From an optimization exercise on the open Yosys and OpenROAD flow, aimed at small area, a short achievable clock period and few clock cycles per item; shortcuts taken in it are not production practice.
RTL that was checked went through simulation tests only; none was proved equivalent to the original.

## oak
==> flow/design.v <==
module huffman(clk, reset, gray_valid, gray_data, CNT_valid, CNT1, CNT2, CNT3, CNT4, CNT5, CNT6,
    code_valid, HC1, HC2, HC3, HC4, HC5, HC6, M1, M2, M3, M4, M5, M6 );
input clk;
input reset;
input gray_valid;
input [7:0] gray_data;
output CNT_valid;
output [7:0] CNT1, CNT2, CNT3, CNT4, CNT5, CNT6;
output code_valid;
output [7:0] HC1, HC2, HC3, HC4, HC5, HC6;
output [7:0] M1, M2, M3, M4, M5, M6;
	reg [6:0] w [0:5];    
	reg [2:0] ptr [0:5];  
	reg [3:0] hc [0:5];
	reg [3:0] mk [0:5];   
	reg started;          
	reg act;              
	reg ph;               
	reg [4:1] fm;         
	assign CNT1 = {1'b0, w[5]};
	assign CNT2 = {1'b0, w[0]};
	assign CNT3 = {1'b0, w[1]};
	assign CNT4 = {1'b0, w[2]};
	assign CNT5 = {1'b0, w[3]};
	assign CNT6 = {1'b0, w[4]};
	assign HC1 = {3'b0, ptr[0][1], hc[0]};
	assign HC2 = {3'b0, ptr[1][1], hc[1]};
	assign HC3 = {3'b0, ptr[2][1], hc[2]};
	assign HC4 = {3'b0, ptr[3][1], hc[3]};
	assign HC5 = {3'b0, ptr[4][1], hc[4]};
	assign HC6 = {3'b0, ptr[5][1], hc[5]};
	assign M1 = {3'b0, ptr[0][0], mk[0][3:1], 1'b1};
	assign M2 = {3'b0, ptr[1][0], mk[1][3:1], 1'b1};
	assign M3 = {3'b0, ptr[2][0], mk[2][3:1], 1'b1};
	assign M4 = {3'b0, ptr[3][0], mk[3][3:1], 1'b1};
	assign M5 = {3'b0, ptr[4][0], mk[4][3:1], 1'b1};
	assign M6 = {3'b0, ptr[5][0], mk[5][3:1], 1'b1};
	wire detect = started && !gray_valid;
	assign CNT_valid = act && fm[4];
	assign code_valid = !act && !fm[1];
	wire sum = act && ph;
	wire ins = act && !ph;
	wire last = ins && w[2][6] && w[2][5] && w[2][4];
	function lt;
		input [6:0] a, b;
		integer n;
		begin
			lt = 1'b0;
			for (n = 0; n < 7; n = n + 1) lt = (!a[n] && b[n]) || (!(a[n] && !b[n]) && lt);
		end
	endfunction
	wire [6:0] N = w[0];
	reg [6:0] Nc;
	wire [5:1] l;
	genvar k;
	generate for (k = 1; k < 6; k = k + 1) begin : cmp
		assign l[k] = lt(w[k], Nc);
	end endgenerate
	wire [6:0] c = {1'b0, l[5], l[4:1] | fm, 1'b1};
	wire [6:1] mv = {sum, {5{act}} & (c[5:1] | {5{ph}})};
	wire [2:0] q = {c[4], c[2] & !c[4], (c[1] & !c[2]) | (c[3] & !c[4]) | c[5]};
	wire [6:0] ap = w[0] ^ w[1], ag = w[0] & w[1];
	wire [6:0] cy;
	assign cy[0] = 1'b0;
	assign cy[1] = ag[0];
	assign cy[2] = ag[1] | (ap[1] & ag[0]);
	wire g32 = ag[3] | (ap[3] & ag[2]), p32 = ap[3] & ap[2];
	wire g54 = ag[5] | (ap[5] & ag[4]), p54 = ap[5] & ap[4];
	assign cy[3] = ag[2] | (ap[2] & cy[2]);
	assign cy[4] = g32 | (p32 & cy[2]);
	assign cy[5] = ag[4] | (ap[4] & cy[4]);
	assign cy[6] = g54 | (p54 & cy[4]);
	wire [6:0] ws = ap ^ cy;
	always @(posedge clk or posedge reset) begin
		if (reset) begin
			started <= 0;
			act <= 0;
			ph <= 0;
			fm <= 4'b1111;
		end else begin
			started <= gray_valid || (started && !detect);
			act <= detect || (act && !last);
			ph <= ins && !fm[1];
			if (ins) fm <= {1'b0, fm[4:2]};
		end
	end
	wire [2:0] g = gray_data[2:0];
	wire [5:0] en = {gray_valid && g == 3'd6, gray_valid && g == 3'd5, gray_valid && g == 3'd4,
	                 gray_valid && g == 3'd3, gray_valid && g == 3'd2, gray_valid && g == 3'd1};
	wire [2:0] slot [0:5];
	assign slot[0] = 3'd5; assign slot[1] = 3'd0; assign slot[2] = 3'd1;
	assign slot[3] = 3'd2; assign slot[4] = 3'd3; assign slot[5] = 3'd4;
	genvar j;
	generate for (j = 0; j < 6; j = j + 1) begin : ent
		localparam integer s = (j == 5) ? 0 : j + 1;
		wire [6:0] up = (j < 5) ? w[j + 1] : 7'h7f;
		wire [6:0] ones;    
		assign ones[0] = 1'b1;
		genvar n;
		for (n = 1; n < 7; n = n + 1) begin : pre
			assign ones[n] = &w[j][n - 1:0];
		end
		wire [6:0] inc = w[j] ^ (ones & {7{en[s]}});
		wire tu = (j == 0) ? ins && c[1] : mv[j + 1];
		wire tn = (j == 0) ? act && !tu : mv[j] && !mv[j + 1];
		wire [6:0] nv = (j == 0) ? (sum ? ws : N) : N;
		wire [6:0] d = ({7{tu}} & up) | ({7{tn}} & nv) | ({7{!tu && !tn}} & inc);
		always @(posedge clk or posedge reset) begin
			if (reset) w[j] <= 0;
			else w[j] <= d;
		end
		if (j == 0) begin : copy
			always @(posedge clk) Nc <= d;
		end
	end endgenerate
	reg [2:0] qr;
	always @(posedge clk or posedge reset) begin
		if (reset) qr <= 0;
		else qr <= last ? 3'd0 : sum ? 3'd7 : ins ? q : 3'd0;
	end
	genvar i;
	generate for (i = 0; i < 6; i = i + 1) begin : sym
		wire [2:0] p = ptr[i];
		wire [2:0] pm1 = {p[2] & (p[1] | p[0]), p[1] ^ !p[0], !p[0]};  
		wire z = p == 3'd0;
		wire [2:0] pe = z ? ((qr == 3'd7) ? 3'd0 : qr) : ((p <= qr) ? pm1 : p);
		wire a = (sum && pe[2:1] == 2'd0) || last;
		wire a0 = (sum && pe == 3'd0) || (last && ((pe == 3'd0) ^ c[1]));
		always @(posedge clk or posedge reset) begin
			if (reset) begin
				ptr[i] <= slot[i];
				hc[i] <= 0;
				mk[i] <= 0;
			end else begin
				ptr[i] <= last ? {1'b0, mk[i][3] && a0, mk[i][3]} : pe;
				mk[i] <= mk[i] | ({4{a}} & {mk[i][2:0], 1'b1});
				hc[i] <= hc[i] | ({4{a0}} & {mk[i][2:0], 1'b1} & ~mk[i]);
			end
		end
	end endgenerate
endmodule
==> flow/config.mk <==
export PLATFORM = sky130hd
export DESIGN_NAME = huffman
export DESIGN_NICKNAME = huffman
export VERILOG_FILES = /design/flow/design.v
export SDC_FILE = /design/flow/constraint.sdc
export NUM_CORES = 4
export LEC_CHECK = 0
export CAP_MARGIN = 20
export CORE_MARGIN = 2
export CORE_UTILIZATION = 40
export SETUP_SLACK_MARGIN = 2.6
export SLEW_MARGIN = 20
==> flow/constraint.sdc <==
create_clock -name core_clock -period 5.0 [get_ports {clk}]
set_input_delay 1.0000 -clock core_clock [delete_from_list [all_inputs] [get_ports {clk}]]
set_output_delay 1.0000 -clock core_clock [all_outputs]
set_load 0.01 [all_outputs]
standard.sh (not shown) runs the stock make flow with config.mk's settings and CLKGATE_MAP_FILE= SYNTH_SCRIPT=/design/flow/synth_recipe.tcl, a recipe that flattens the netlist after the stock synthesis.
==> flow/flow/run.sh <==
#!/bin/bash
# The standard layout, with plain buffers on the ports instead of the
# resizer's default pick (a slow delay cell), a clock tree without the
# dummy balancing loads, and synthesis's single tie cells kept.
set -euo pipefail
export BUFFER_PORTS_ARGS="-buffer_cell sky130_fd_sc_hd__buf_1"
export CTS_ARGS="-sink_clustering_enable -repair_clock_nets -dont_use_dummy_load -buf_list {sky130_fd_sc_hd__clkbuf_4 sky130_fd_sc_hd__clkbuf_8}"
export SKIP_REPAIR_TIE_FANOUT=1
bash standard.sh > standard.log 2>&1
## Diff of input files: pine against oak
Settings: SETUP_SLACK_MARGIN: 2.6 -> 2.5.
==> summary.txt <==
pine: PASS, flow complete, no timing, DRC or antenna violations. Non-clock buffer count, pine and oak: lower on pine. When the final numbers for pine and oak were put side by side, the pin slew with the least headroom to its limit turned out to be smaller in pine. pine ended up with Nc[3] as its worst setup path startpoint; oak ended up with qr[2]. Summary: routed wire length, pine better than oak. In pine relative to oak, routed via count divided by cell count had gone up slightly. Final area was lower in the run labelled pine. Layout overhead on the synthesized area is higher on oak. pine falls short of oak in minimum clock period after layout. As of pine, final non-filler cell total had fallen slightly compared to oak. On wire length of the first global-routing pass, pine does better than oak.
No run of this note included a check of the RTL's function; only the layout flow was run.

Another version of the RTL of huffman (not shown whole).
Size in the first run: ~130 flip-flops, ~160 I/O pins.
clock: 5.0 ns
lec_check: 0
cap_margin: 20
core_margin: 2
core_utilization: 50
setup_slack_margin: 2.6
slew_margin: 20
Scripts as last shown in full above: flow/flow/run.sh
The baseline went through all stages and came out clean.
Testbench counts at the start, summed over its fixed seeds: cycles 11,136, items 96.
Change:
--- a/flow/flow/run.sh
+++ b/flow/flow/run.sh
@@ -6 +6 @@
-export BUFFER_PORTS_ARGS="-buffer_cell sky130_fd_sc_hd__buf_1"
+export BUFFER_PORTS_ARGS="-buffer_cell sky130_fd_sc_hd__buf_2"
Settings changed: CORE_UTILIZATION 50 to 40, SETUP_SLACK_MARGIN 2.6 to 2.5.
Die area went up by 24%. Via count shrinks by 1.8%. Wire length fell by 2.7%. Worst setup slack gets worse by 31 ps. Flip-flop and latch count stays the same. Clock-buffer cell count stays the same. Worst hold slack barely changes. Design area grows by 0.96%. Non-clock buffer count fell by 2. Register-to-register slack is worse by 40 ps.
Change:
--- a/flow/flow/run.sh
+++ b/flow/flow/run.sh
@@ -6 +6 @@
-export BUFFER_PORTS_ARGS="-buffer_cell sky130_fd_sc_hd__buf_2"
+export BUFFER_PORTS_ARGS="-buffer_cell sky130_fd_sc_hd__buf_1"
Settings changed: SETUP_SLACK_MARGIN 2.5 to 2.6.
The new run ran to the end with no violations.
Worst setup slack gains 65 ps.
Routed wire length rose by about 1.4%.
Flip-flop and latch count does not change.
Clock skew stays flat.
Change:
Settings changed: SETUP_SLACK_MARGIN 2.6 to 2.7.
The changed run went through all stages and came out clean.
Die area does not change.
Register-to-register slack gains 20 ps.
Final cell count went up by 1.3%.
Change:
Settings changed: SETUP_SLACK_MARGIN 2.7 to 2.4.
=> The changed run ran to the end with no violations. Routed wire length went down by 3.3%. Clock skew is about the same. Synthesized cell count does not change. Worst hold slack hardly moves. Clock-buffer cell count does not change. Via count shrinks by 2.2%.
Change:
--- a/flow/flow/run.sh
+++ b/flow/flow/run.sh
@@ -7 +7 @@
-export CTS_ARGS="-sink_clustering_enable -repair_clock_nets -dont_use_dummy_load -buf_list {sky130_fd_sc_hd__clkbuf_4 sky130_fd_sc_hd__clkbuf_8}"
+export CTS_ARGS="-sink_clustering_enable -repair_clock_nets -dont_use_dummy_load -sink_buffer_max_cap_derate 1.0 -sink_clustering_size 40 -sink_clustering_max_diameter 150 -buf_list {sky130_fd_sc_hd__clkbuf_4 sky130_fd_sc_hd__clkbuf_8}"
Settings changed: SETUP_SLACK_MARGIN 2.4 to 2.5.
Non-clock buffer count grows by 3.
Register-to-register slack is better by 40 ps.
Sequential share of layout area shrinks by 0.35 points.
Global-route usage grows by 0.20 points.
Worst setup slack is better by 5.1 ps.
Critical path depth shrinks by 4.
Sequential cell count stays the same.
Synthesized cell count is unchanged.

== run 1 ==
huffman again, from the RTL that the note above started with.
==> flow/design.v (excerpt) <==
module huffman(clk, reset, gray_valid, gray_data, CNT_valid, CNT1, CNT2, CNT3, CNT4, CNT5, CNT6,
    code_valid, HC1, HC2, HC3, HC4, HC5, HC6, M1, M2, M3, M4, M5, M6 );
export LEC_CHECK = 0
export CAP_MARGIN = 20
export CORE_MARGIN = 2
export CORE_UTILIZATION = 40
export SETUP_SLACK_MARGIN = 2.6
export SLEW_MARGIN = 20
export TNS_END_PERCENT = 50
create_clock -name core_clock -period 5.0 [get_ports {clk}]
==> flow/flow/run.sh <==
#!/bin/bash
# The standard layout, with plain buffers on the ports instead of the
# resizer's default pick (a slow delay cell), a clock tree without the
# dummy balancing loads, and synthesis's single tie cells kept.
set -euo pipefail
export BUFFER_PORTS_ARGS="-buffer_cell sky130_fd_sc_hd__buf_1"
export CTS_ARGS="-sink_clustering_enable -repair_clock_nets -dont_use_dummy_load -buf_list {sky130_fd_sc_hd__clkbuf_4 sky130_fd_sc_hd__clkbuf_8}"
export SKIP_REPAIR_TIE_FANOUT=1
bash standard.sh > standard.log 2>&1
Run 1 completed every stage of the flow, and the final layout passed the timing, design-rule and antenna checks.
Testbench counts of run 1, summed over its fixed seeds: cycles 11,136, items 96.
--- input diff run 1..run 2 ---
Settings: CORE_UTILIZATION now 30, was 40; TNS_END_PERCENT no longer set, was 50.
Notes after the runs:
- The final reports for run 2 and run 1 show fraction of area in registers lower in the former.
- Looking at capturing instance or port of the critical path, the code_valid result is from run 2; the CNT_valid one comes from run 1.
- Compared with run 1, in run 2 number of placement rows saw an increase; maximum net fanout on the critical path went down 9.
--- input diff run 2..run 3 ---
Settings: PLACE_DENSITY: unset -> 0.75; CORE_UTILIZATION: 30 -> 40.
--- outcome ---
Run 3 finished every step from synthesis to the final layout, and the layout passed the timing, design-rule and antenna checks.
Between run 2 and run 3, the flow reports non-clock buffer count decreasing by a few percent.
Between run 3 and run 2, number of fill cells in the layout is higher for run 2, run 3 comes in under that.
In the flow results for run 3 and run 2, the final critical-path setup slack is larger on run 2.
Number of tap cells inserted (lower): run 3
The run with more routed wire is run 2, not run 3.
Across both runs, utilization was higher for run 3 than for run 2.
| final design area excluding fillers | run 3 vs run 2 | 1.1% lower |
Post-route worst hold slack across run 3 and run 2: no real change.
For run 4, these inputs were changed with respect to run 3:
Settings: PLACE_DENSITY: 0.75 -> unset; SETUP_SLACK_MARGIN: 2.6 -> 2.5.
==> flow/flow/run.sh <==
#!/bin/bash
# The standard layout, with plain buffers on the ports instead of the
# resizer's default pick (a slow delay cell), and a clock tree without the
# dummy balancing loads.
set -euo pipefail
export BUFFER_PORTS_ARGS="-buffer_cell sky130_fd_sc_hd__buf_2"
export CTS_ARGS="-sink_clustering_enable -repair_clock_nets -dont_use_dummy_load -buf_list {sky130_fd_sc_hd__clkbuf_4 sky130_fd_sc_hd__clkbuf_8}"
bash standard.sh > standard.log 2>&1
## What came out
- In the flow results for run 4 and run 3, the number of DRC markers after the initial detailed-route iteration is larger on run 3.
- Delta(final hold slack, run 4 - run 3) < 0
- Reported for run 4 and run 3, width of the chip turned out identical to the last digit.
- Delta (run 4 minus run 3): setup slack after layout lower, number of buffers and inverters on the critical path higher.
- [compare] base=run 3 new=run 4: area added between synthesis and finish went up 2.6 points; sequential share of layout area dropped 0.88 points.
The inputs of run 5 differ from those of run 4 as listed below.
Settings: SETUP_SLACK_MARGIN: 2.5 -> 2.8.
-- flow/flow/run.sh --
<<< run 4, line 3
# resizer's default pick (a slow delay cell), and a clock tree without the
# dummy balancing loads.
>>> run 5, line 3
# resizer's default pick (a slow delay cell), a clock tree without the
# dummy balancing loads, and synthesis's single tie cells kept.
<<< run 4, line 6
export BUFFER_PORTS_ARGS="-buffer_cell sky130_fd_sc_hd__buf_2"
>>> run 5, line 6
export BUFFER_PORTS_ARGS="-buffer_cell sky130_fd_sc_hd__buf_1"
<<< run 4, line 8
>>> run 5, line 8
export SKIP_REPAIR_TIE_FANOUT=1
Findings:
Run comparison: run 5 most frequent standard cell in the layout excluding fill and tap cells sky130_fd_sc_hd__buf_1; run 4 most frequent standard cell in the layout excluding fill and tap cells sky130_fd_sc_hd__buf_2
Shortest period the worst path allows: run 4 and run 5 compared, lower one is run 5
Relative to run 4, worst hold slack across all endpoints has increased by 5.4 ps in run 5.
Run 4 → run 5: setup slack picked up an extra 75 ps, maximum frequency from static timing analysis went up 3.3%, via count picked up an extra 109, total number of sequential cells essentially unchanged.
Run 5 against run 4: maximum number of pins on one net before global-route repair rose by about 60%, post-route core utilization went up 1.5 points.

## afterwards: timing with drivers on the ports
The results above use ideal ports. As a check the final layouts listed here were re-extracted and re-timed, cells and wires unchanged. Step 1: set_driving_cell puts a clkbuf_16 on clk and a buf_2 on each other input, an assumption about the parent block. Step 2 moves the port delays by t, midway between the first and last clock arrival at a register: inputs arrive t later, outputs are due t later. That takes back most of the time a late clock gives input paths. a / b / c = no drivers / after step 1 / after step 2; a / b = the first two.
| run | t (ns) | setup WS [ns] | latest minus earliest clock arrival (ns) |
|---|---|---|---|
| oak | 0.481 | 2.592 / 2.592 / 2.251 | 0.024 / 0.025 |
| pine | 0.482 | 2.559 / 2.559 / 2.172 | 0.028 / 0.027 |
| the first run of note 2 | 0.481 | 2.659 / 2.621 / 2.358 | 0.030 / 0.030 |
| the second run of note 2 | 0.471 | 2.628 / 2.618 / 2.257 | 0.031 / 0.030 |
| the third run of note 2 | 0.475 | 2.693 / 2.653 / 2.297 | 0.023 / 0.023 |
| the fourth run of note 2 | 0.479 | 2.714 / 2.701 / 2.415 | 0.024 / 0.025 |
| the fifth run of note 2 | 0.476 | 2.564 / 2.569 / 2.109 | 0.025 / 0.025 |
| the sixth run of note 2 | 0.622 | 2.570 / 2.529 / 2.108 | 0.024 / 0.024 |
| run 1 | 0.477 | 2.613 / 2.572 / 2.310 | 0.023 / 0.024 |
| run 2 | 0.469 | 2.674 / 2.635 / 2.275 | 0.032 / 0.032 |
| run 3 | 0.460 | 2.665 / 2.665 / 2.319 | 0.034 / 0.033 |
| run 4 | 0.474 | 2.643 / 2.605 / 2.536 | 0.025 / 0.025 |
| run 5 | 0.488 | 2.718 / 2.677 / 2.491 | 0.022 / 0.022 |
After both steps every run listed still meets setup and hold. For the sixth run of note 2, which loses most, drivers alone change the setup slack by -0.041 ns; drivers and shift together by -0.462 ns.
